Source: an optimization exercise on an open RTL-to-GDS flow (aim: small area, a short achievable clock period and few clock cycles per item). Production flows keep margins and buffers that such runs may drop. In this exercise RTL edits were held to simulation tests only and were not proved equivalent to the original.

==> design.v <==
module systolic_array #(
    parameter DATAWIDTH = 16,
    parameter N_SIZE = 4
) (
    input clk, rst_n,
    input valid_in,
    input [N_SIZE*DATAWIDTH-1:0] matrix_a_in,  
    input [N_SIZE*DATAWIDTH-1:0] matrix_b_in,  
    output reg valid_out,
    output [N_SIZE*DATAWIDTH*2-1:0] matrix_out  
);
    wire [DATAWIDTH-1:0] a_in [0:N_SIZE-1];
    wire [DATAWIDTH-1:0] b_in [0:N_SIZE-1];
    reg [DATAWIDTH*2-1:0] c_out [0:N_SIZE-1];
    genvar g;
    generate
        for (g = 0; g < N_SIZE; g = g + 1) begin : ports
            assign a_in[g] = matrix_a_in[g*DATAWIDTH +: DATAWIDTH];
            assign b_in[g] = matrix_b_in[g*DATAWIDTH +: DATAWIDTH];
            assign matrix_out[g*2*DATAWIDTH +: 2*DATAWIDTH] = c_out[g];
        end
    endgenerate
    reg [DATAWIDTH-1:0] matrix_a_pipe [0:N_SIZE-1][0:N_SIZE-1];  
    reg [DATAWIDTH-1:0] matrix_b_pipe [0:N_SIZE-1][0:N_SIZE-1];  
    reg [DATAWIDTH*2-1:0] accumulator [0:N_SIZE-1][0:N_SIZE-1];  
    reg [DATAWIDTH-1:0] temp_a [0:N_SIZE-1];  
    reg [DATAWIDTH-1:0] temp_b [0:N_SIZE-1];  
    reg [N_SIZE*2-1:0] clock_cycle;  
    wire [N_SIZE*2-1:0] k = clock_cycle;  
    integer i, j, q;
    always @(posedge clk or negedge rst_n) begin
        if (!rst_n) begin
            clock_cycle <= 0;  
            for (i = 0; i < N_SIZE; i = i + 1) begin  
                for (j = 0; j < N_SIZE; j = j + 1) begin
                    matrix_a_pipe[i][j] <= 0;  
                    matrix_b_pipe[i][j] <= 0;  
                    accumulator[i][j] <= 0;  
                end
            end
        end
        else if (clock_cycle == N_SIZE*3 - 1) begin
            clock_cycle <= 0;
            for (i = 0; i < N_SIZE; i = i + 1) begin
                for (j = 0; j < N_SIZE; j = j + 1) begin
                    matrix_a_pipe[i][j] <= 0;
                    matrix_b_pipe[i][j] <= 0;
                    accumulator[i][j] <= 0;
                end
            end
        end
        else if (valid_in || clock_cycle != 0) begin
            if (clock_cycle < N_SIZE*2) begin
            if (clock_cycle < N_SIZE) begin
                for (q = 0; q < N_SIZE; q = q + 1) begin
                    matrix_a_pipe[q][0] <= a_in[q];  
                end
                for (q = 0; q < N_SIZE; q = q + 1) begin
                    matrix_b_pipe[0][q] <= b_in[q];  
                end
                temp_a[k] <= a_in[0];  
                temp_b[k] <= b_in[0];  
                accumulator[0][0] <= accumulator[0][0] + (a_in[0] * b_in[0]);  
            end
            for (q = 1; q < N_SIZE; q = q + 1) begin
                for (j = 1; j < N_SIZE; j = j + 1) begin
                    matrix_a_pipe[q][j] <= matrix_a_pipe[q][j-1];  
                    matrix_b_pipe[j][q] <= matrix_b_pipe[j-1][q];  
                end
            end
            if (clock_cycle > 1 && (clock_cycle < N_SIZE + 2) && N_SIZE > 1) begin
                accumulator[0][1] <= accumulator[0][1] + (temp_a[k-2] * matrix_b_pipe[1][1]);  
                accumulator[1][0] <= accumulator[1][0] + (temp_b[k-2] * matrix_a_pipe[1][1]);  
                accumulator[1][1] <= accumulator[1][1] + (matrix_a_pipe[1][1] * matrix_b_pipe[1][1]);  
            end
            if (clock_cycle > 2 && (clock_cycle < N_SIZE + 3) && N_SIZE > 2) begin  
                accumulator[0][2] <= accumulator[0][2] + (temp_a[k-3] * matrix_b_pipe[2][2]);  
                accumulator[1][2] <= accumulator[1][2] + (matrix_a_pipe[1][2] * matrix_b_pipe[2][2]);  
                accumulator[2][0] <= accumulator[2][0] + (temp_b[k-3] * matrix_a_pipe[2][2]);  
                accumulator[2][1] <= accumulator[2][1] + (matrix_b_pipe[2][1] * matrix_a_pipe[2][2]);  
                accumulator[2][2] <= accumulator[2][2] + (matrix_a_pipe[2][2] * matrix_b_pipe[2][2]);  
            end
            if (clock_cycle > 3 && (clock_cycle < N_SIZE + 4) && N_SIZE > 3) begin  
                accumulator[0][3] <= accumulator[0][3] + (temp_a[k-4] * matrix_b_pipe[3][3]);
                accumulator[1][3] <= accumulator[1][3] + (matrix_a_pipe[1][3] * matrix_b_pipe[3][3]);
                accumulator[2][3] <= accumulator[2][3] + (matrix_a_pipe[2][3] * matrix_b_pipe[3][3]);
                accumulator[3][0] <= accumulator[3][0] + (temp_b[k-4] * matrix_a_pipe[3][3]);
                accumulator[3][1] <= accumulator[3][1] + (matrix_b_pipe[3][1] * matrix_a_pipe[3][3]);
                accumulator[3][2] <= accumulator[3][2] + (matrix_b_pipe[3][2] * matrix_a_pipe[3][3]);
                accumulator[3][3] <= accumulator[3][3] + (matrix_a_pipe[3][3] * matrix_b_pipe[3][3]);
            end
            end
            clock_cycle <= clock_cycle + 1;  
        end
    end
    always @(*) begin
        valid_out = 0;
        for (i = 0; i < N_SIZE; i = i + 1) begin
            c_out[i] = 0;  
        end
        if (rst_n) begin
            for (j = 0; j < N_SIZE; j = j + 1) begin
                if (clock_cycle == N_SIZE*2 + j) begin
                    for (i = 0; i < N_SIZE; i = i + 1) begin
                        c_out[i] = accumulator[j][i];  
                    end
                    valid_out = 1;  
                end
            end
        end
    end
endmodule
==> run.sh <==
#!/bin/bash
# synth_recipe.tcl (not shown) runs the flow's synth.tcl, then flattens the netlist and writes it again
# the make line also repeats each setting of config.mk as NAME=value (left out here)
make -C /OpenROAD-flow-scripts/flow DESIGN_CONFIG=/design/flow/config.mk WORK_HOME=/design/flow/orfs CLKGATE_MAP_FILE= SYNTH_SCRIPT=/design/flow/synth_recipe.tcl finish
==> config.mk <==
export PLATFORM = sky130hd
export DESIGN_NAME = systolic_array
export DESIGN_NICKNAME = systolic_array
export VERILOG_FILES = /design/flow/design.v
export SDC_FILE = /design/flow/constraint.sdc
export NUM_CORES = 8
export LEC_CHECK = 0
export CAP_MARGIN = 20
export CORE_MARGIN = 2
export CORE_UTILIZATION = 40
export SLEW_MARGIN = 20
==> constraint.sdc <==
create_clock -name core_clock -period 10.0 [get_ports {clk}]
set_input_delay 2.0000 -clock core_clock [delete_from_list [all_inputs] [get_ports {clk}]]
set_output_delay 2.0000 -clock core_clock [all_outputs]
set_load 0.01 [all_outputs]
==> flow_summary.toml <==
[floorplanning]
io_pins = 260
rows = 254
die_w_um = 697.6
die_h_um = 697.6
start_util_pct = 40.18
core_area_um2 = 478900
dieArea_um2 = 486600

[routing]
viasPerCell = 5.218
antenna_left = 0
drt_pre_antenna_iters = 12
drtIter0Drc = 10814
vias = 147350
avgRoutedWirePerCell_um = 21.07
drc = 0
drt-total-wl_mm = 595.0

[final_layout]
drive_above_1_share_pct = 3.633
multiInputGateArea_um2 = 142900
final_cell_count_no_fill = 28237
syn2layout_area_growth_pct = 7.722
seqCellArea_um2 = 26550
nets = 27040
nFillCells = 47401

[global_route]
antenna_found_initial = 23
grt.overflow.total = 0
grt_pass1_wl_mm = 942.1
grt_pass1_vias = 158046
grt_usage_pct = 24.99
grt_max_degree = 180

[placement]
portBuffers = 259
dp_hpwl_mm = 454.9
dp_cells = 27969
gp_congestion = 0.9307

[setup_path]
timing.rr.end = "accumulator[8][29]"
cpMostUsedCell = "fa_1"
critPathSlowestCell = "ha_2"
worstReg2RegStart = "clock_cycle[1]"
startpoint = "clock_cycle[1]"
crit_required_ns = 10.73
crit_path_end_kind = "flip-flop"
r2r_slack_ns = 0.98
slowest_delay_ns = 0.87
start_kind = "flip-flop"
cp_max_fo = 44
endpoint = "accumulator[8][29]"
worstSetupPathType = "reg -> reg"
arrival_ns = 9.75
ff2ff_path_depth = 28

[synth]
synth_fp_nets = 27454
synth.most_common_cell = "inv_1"
yosys-top-cells-count = "inv_1 (5001), nand2_1 (4182), fa_1 (3600)"
syn_inst = 22132
synth_ff_type = "dfrtp_1"
yosysWarnings = 7
async_reset_ff_share_pct = 87.60
yosys.cell_types.count = 92
synth-edff-count = 128
ys_seq_elements = 1032
seq_area_frac_synth_pct = 13.75
syn_area_um2 = 192400
ys_top_cells_by_area = "fa_1 (37%), dfrtp_1 (12%), ha_1 (10%)"
synth_area_per_cell_um2 = 8.695
synth.largest_area_cell = "fa_1"
yosysTopAreaCellShare_pct = 37.45

[timing]
setup-violations-final = 0
maxSlewHeadroom_pct = 15.55
max_freq_mhz = 110.9
skew_ns = 0.07923
hold_viol_final = 0
setup_tns_ns = 0
min_period_over_period_pct = 90.16
worstMarginPinSlew_ns = 1.267
rsz0062_at_grt = "no"
maxSlewViolCount = 0
period_needed_ns = 9.016

[clocking]
cts_hold_repair.buffers = 0
cts_root_buf = "clkbuf_16"
htreeDepth = 4
cts_setup_buffers = 0
cts_max_path_buffers = 4
cts_tree = "built"
cts_made_buffers = 147
insertion_delay_ns = 0.95
clkSinkCount = 1032
cts_resized = 0
path_clk_slew_ns = 0.06

[outcome]
status = "no timing/DRC/antenna violations"

[job]
max-cap-violations = 0

[hold_path]
hold_path_class = "reg -> reg"
-- per-layer routing --
| layer | routed length [um] | global-route usage [%] |
|---|---|---|
| met1 | 239300 | 31.94 |
| met2 | 280000 | 41.71 |
| met3 | 38400 | 3.167 |
| met4 | 37190 | 12.73 |
| met5 | 67 | 0 |
-- cells in the final DEF, fill, tap and decap left out, types with 250 or more instances in the layout --
cell type / synthesis / final
a21o_1: 255 / 255
a21oi_1: 668 / 666
and2_1: 1532 / 1530
buf_4: 0 / 379
clkdlybuf4s50_1: 0 / 258
dfrtp_1: 904 / 838
fa_1: 3600 / 3600
ha_1: 1591 / 1584
inv_1: 5001 / 5001
nand2_1: 4182 / 4176
nand3_1: 622 / 620
o21ai_0: 503 / 503
xnor2_1: 250 / 250
-- worst max-delay path, delay by kind of cell, from the launching register on --
family | cells | cell delay, ns
AO/OA/AOI/OAI | 7 | 1.56
XOR/XNOR | 1 | 0.19
adder cells (fa/ha/maj) | 8 | 4.03
buffers and inverters | 8 | 1.43
flip-flops | 1 | 0.52
multiplexers | 1 | 0.43
AND/OR/NAND/NOR | 3 | 0.67
-- cell type report --
cell class,count,area share [%]
inverter,5001,9.056
antenna,7,0.008450
clock inverter,73,0.5143
timing repair buffer,662,2.855
tap,6400,3.863
sequential,1032,12.81
clock buffer,188,1.962
multi-input combinational,14874,68.93
-- sequential cells by signal, indices dropped and copies added (netlist names) --
name and cells:
matrix_b_pipe 192, temp_b 64, matrix_a_pipe 192, temp_a 64
accumulator 512, clock_cycle 8
-- stage by stage --
stage | area, um^2 | util, % | setup slack [ns] | hold WS [ns]
2_1_floorplan | 192400 | - | 2.098 | 0.4384
3_3_place_gp | 202100 | 42.20 | 1.131 | 0.4480
3_5_place_dp | 202100 | 42.20 | 1.063 | 0.4502
4_1_cts | 207300 | 43.28 | 1.128 | 0.4092
5_1_grt | 207300 | 43.28 | 0.6632 | 0.4587
6_report | 207300 | 43.28 | 0.9835 | 0.4150
-- worst min path at each step --
stage / end / from / cells after the start / slack [ns]
floorplan: matrix_a_pipe[10][0] / matrix_a_pipe[9][0] / 2 / 0.44
global placement: matrix_a_pipe[5][11] / matrix_a_pipe[4][11] / 2 / 0.45
detailed placement: matrix_a_pipe[5][2] / matrix_a_pipe[4][2] / 2 / 0.45
CTS: matrix_b_pipe[10][13] / matrix_b_pipe[6][13] / 2 / 0.41
global route: matrix_b_pipe[10][13] / matrix_b_pipe[6][13] / 2 / 0.46
finish: matrix_b_pipe[10][13] / matrix_b_pipe[6][13] / 2 / 0.42
-- cell families (layout without fill, tap and decap cells) --
| kind of cell | after synthesis | count (layout) | share of synthesized area, % |
|---|---|---|---|
| AND/OR/NAND/NOR | 6844 | 6844 | 16.15 |
| buffers and inverters | 6226 | 5924 | 12.16 |
| adder cells (fa/ha/maj) | 5191 | 5191 | 47.80 |
| AO/OA/AOI/OAI | 2280 | 2280 | 7.533 |
| flip-flops | 1032 | 1032 | 13.75 |
| XOR/XNOR | 460 | 460 | 2.094 |
| multiplexers | 99 | 99 | 0.5150 |
| other | 0 | 7 | 0 |
Testbench counts, summed over its fixed seeds: cycles 9,216, matrices 768.

re-timing with driven ports:
The results above use ideal ports. As a check the final layout listed here was re-extracted and re-timed, cells and wires unchanged. Step 1 (the two cells are an assumption about what drives the block):
set clk [get_ports {clk}]
set_driving_cell -lib_cell sky130_fd_sc_hd__clkbuf_16 $clk
set_driving_cell -lib_cell sky130_fd_sc_hd__buf_2 [delete_from_list [all_inputs] $clk]
Step 2 moves the port delays by t, midway between the first and last clock arrival at a register: inputs arrive t later, outputs are due t later. That takes back most of the time a late clock gives input paths. a / b / c = ideal ports / drivers / drivers and shift; a / b = the first two.
t (ns): 1.029
slack for setup (ns): 0.984 / 0.984 / 0.958
worst setup path after step 2: input to register
cell pins on the clock port's net: 1
After both steps this run still meets setup and hold. The setup slack of this run moves by 0.000 ns with the drivers and by -0.026 ns with both steps.
